What follows belongs to an exercise in optimizing a design on an open flow for small area, a short achievable clock period and few clock cycles per item; a production flow would make more cautious choices.
In this exercise RTL edits were held to simulation tests only and were not proved equivalent to the original.
Power figures rest on the tool's default switching activity, not on a simulated workload.

==> v7: inputs <==
## JAM
module JAM (
input CLK,
input RST,
output [2:0] W,
output [2:0] J,
input [6:0] Cost,
output [3:0] MatchCount,
output [9:0] MinCost,
output Valid );
Settings: LEC_CHECK=0, CAP_MARGIN=20, CORE_MARGIN=2, CORE_UTILIZATION=40, CTS_CLUSTER_DIAMETER=90, CTS_CLUSTER_SIZE=25, SLEW_MARGIN=20; clock period 12.0 ns.
standard.sh (not shown) runs the stock make flow with config.mk's settings and CLKGATE_MAP_FILE= SYNTH_SCRIPT=/design/flow/synth_recipe.tcl, a recipe that flattens the netlist after the stock synthesis.
==> flow/flow/run.sh <==
#!/bin/bash
# Standard layout, except: the timing repair steps aim 8.8 ns above the required
# slack and work on the worst 5% of the endpoints below that, and the port
# buffers are buf_4 cells.
set -euo pipefail
export SETUP_SLACK_MARGIN=8.8
export TNS_END_PERCENT=5
export BUFFER_PORTS_ARGS="-buffer_cell sky130_fd_sc_hd__buf_4"
bash standard.sh > standard.log 2>&1
==> inputs of v33, as changes to v7 <==
==> flow/flow/run.sh (replaced) <==
#!/bin/bash
# Standard layout, except: the timing repair steps aim 8 ns above the required
# slack and work on the worst 10% of the endpoints below that, and the port
# buffers are buf_4 cells.
set -euo pipefail
export SETUP_SLACK_MARGIN=8
export TNS_END_PERCENT=10
export BUFFER_PORTS_ARGS="-buffer_cell sky130_fd_sc_hd__buf_4"
bash standard.sh > standard.log 2>&1
==> comparison <==
- Against v33, the via count of v7 is lower by about 0.9%.
- Between v33 and v7, the lower maximum frequency is in v7 (gap about 0.75%, measured against v7).
- In combinational power, v7 and v33 hardly differ.
- Synthesized area is the same in v7 and v33.
- In v33 the core utilization is higher than in v7, by 0.27 points.
- Of v7 and v33, v7 has the higher sequential share of layout area (gap 0.16 points).
- Against v33, the critical path depth of v7 is lower by 1.
- Power is about the same in v33 and v7.
- In sequential cell count, v33 and v7 do not differ.
Testbench counts of v7, summed over its fixed seeds: cycles 804, jobs 12.
Testbench counts of v33, summed over its fixed seeds: cycles 804, jobs 12.


==> trial 12 <==
Starting RTL as in the previous note.
==> flow/config.mk <==
export PLATFORM = sky130hd
export DESIGN_NAME = JAM
export DESIGN_NICKNAME = JAM
export VERILOG_FILES = /design/flow/design.v
export SDC_FILE = /design/flow/constraint.sdc
export NUM_CORES = 4
export LEC_CHECK = 0
export CAP_MARGIN = 20
export CORE_MARGIN = 2
export CORE_UTILIZATION = 45
export CTS_CLUSTER_DIAMETER = 90
export CTS_CLUSTER_SIZE = 25
export PLACE_DENSITY = 0.65
export SLEW_MARGIN = 20
==> flow/constraint.sdc <==
create_clock -name core_clock -period 12.0 [get_ports {CLK}]
set_input_delay 2.4000 -clock core_clock [delete_from_list [all_inputs] [get_ports {CLK}]]
set_output_delay 2.4000 -clock core_clock [all_outputs]
set_load 0.01 [all_outputs]
==> flow/flow/run.sh <==
#!/bin/bash
# Standard layout, except: the timing repair steps aim 8.4 ns above the required
# slack and work on the worst 5% of the endpoints below that, and the port
# buffers are buf_4 cells.
set -euo pipefail
export SETUP_SLACK_MARGIN=8.4
export TNS_END_PERCENT=5
export BUFFER_PORTS_ARGS="-buffer_cell sky130_fd_sc_hd__buf_4"
bash standard.sh > standard.log 2>&1
==> build 72: changes against trial 12 <==
==> flow/flow/run.sh (replaced) <==
#!/bin/bash
# Standard layout, except: the timing repair steps aim 8 ns above the required
# slack and work on the worst 5% of the endpoints below that, and the port
# buffers are buf_4 cells.
set -euo pipefail
export SETUP_SLACK_MARGIN=8
export TNS_END_PERCENT=5
export BUFFER_PORTS_ARGS="-buffer_cell sky130_fd_sc_hd__buf_4"
bash standard.sh > standard.log 2>&1
--- a/flow/config.mk
+++ b/flow/config.mk
@@ -9,6 +9,5 @@
 export CORE_MARGIN = 2
-export CORE_UTILIZATION = 45
+export CORE_UTILIZATION = 40
 export CTS_CLUSTER_DIAMETER = 90
 export CTS_CLUSTER_SIZE = 25
-export PLACE_DENSITY = 0.65
 export SLEW_MARGIN = 20
==> summary.txt <==
Final cell count: build 72 is higher than trial 12 (1.8%).
In build 72 the clock skew is higher than in trial 12, by 0.017 ns.
Clock-buffer cell count is the same in build 72 and trial 12.
Of build 72 and trial 12, trial 12 has the higher combinational power (gap about 3%, measured against trial 12).
In trial 12 the via count is larger than in build 72, by about 1%.
Total power: build 72 is lower than trial 12 (1.8%).
Against trial 12, the die area of build 72 is larger by 12%.
Flip-flop and latch count is the same in build 72 and trial 12.
Between build 72 and trial 12, the lower first-iteration DRC count is in trial 12 (gap 3.4%, measured against trial 12).
==> figures <==
quantity                                                     trial 12        build 72
Worst setup path start                                        crB2[2]         crB0[2]
Met2 global-route usage                                         0.602           0.536
Total combinational power                                   23,500 uW       22,800 uW
Logic depth of the worst setup path including buffers              16              17
Die height                                                     485 um          515 um
Met3 global-route usage                                         0.118          0.0889
Pin count of the biggest net entering global routing               43              53
Fraction of power consumed by combinational cells               0.557           0.549
Setup ws final                                                7.63 ns         7.61 ns
Final standard cell area without fillers                  0.123 sq mm     0.122 sq mm
Layout Nets                                                    13,400          13,300
Number of post-CTS setup repair buffers                           239             249
Num CTS Buffers                                                   113             116
Status                                                 finished clean  finished clean
Multi-input gates                                               8,142           8,146
Crit Path Max Fanout                                                8              10
Gp weighted congestion                                           1.06            1.03
Area occupied by registers                               0.0368 sq mm    0.0367 sq mm
Cell count after placement                                     14,100          14,400
Iter 0 DRT Violations                                          10,200          10,600
Testbench counts of trial 12, summed over its fixed seeds: cycles 804, jobs 12.
Testbench counts of build 72, summed over its fixed seeds: cycles 804, jobs 12.

[afterwards: timing with drivers on the ports]
The flow's constraints put no driver on any port. The routed layouts listed below were extracted and timed again, unchanged, in two steps.
Step 1 (the two cells are an assumption about what drives the block):
set clk [get_ports {CLK}]
set_driving_cell -lib_cell sky130_fd_sc_hd__clkbuf_16 $clk
set_driving_cell -lib_cell sky130_fd_sc_hd__buf_2 [delete_from_list [all_inputs] $clk]
Step 2 adds t to the input delays and takes it off the output delays; t is the mean of the earliest and latest rising clock arrival at the registers after step 1. Input paths then give back, and output paths get back, about the clock's delay inside the block.
a / b / c = ideal ports / drivers / drivers and shift; a / b = the first two.
run | t (ns) | slack for setup (ns) | worst hold slack (ns) | clock arrival spread, ns | cell pins on the clock port's net
v7 | 0.939 | 7.643 / 7.643 / 7.643 | 0.349 / 0.349 / 0.349 | 0.054 / 0.054 | 1
v33 | 0.930 | 7.676 / 7.676 / 7.676 | 0.346 / 0.346 / 0.346 | 0.068 / 0.069 | 1
trial 12 | 0.933 | 7.626 / 7.626 / 7.626 | 0.347 / 0.347 / 0.347 | 0.057 / 0.057 | 1
build 72 | 0.926 | 7.609 / 7.609 / 7.609 | 0.352 / 0.352 / 0.352 | 0.075 / 0.075 | 1
After both steps setup and hold are still met in every run listed.
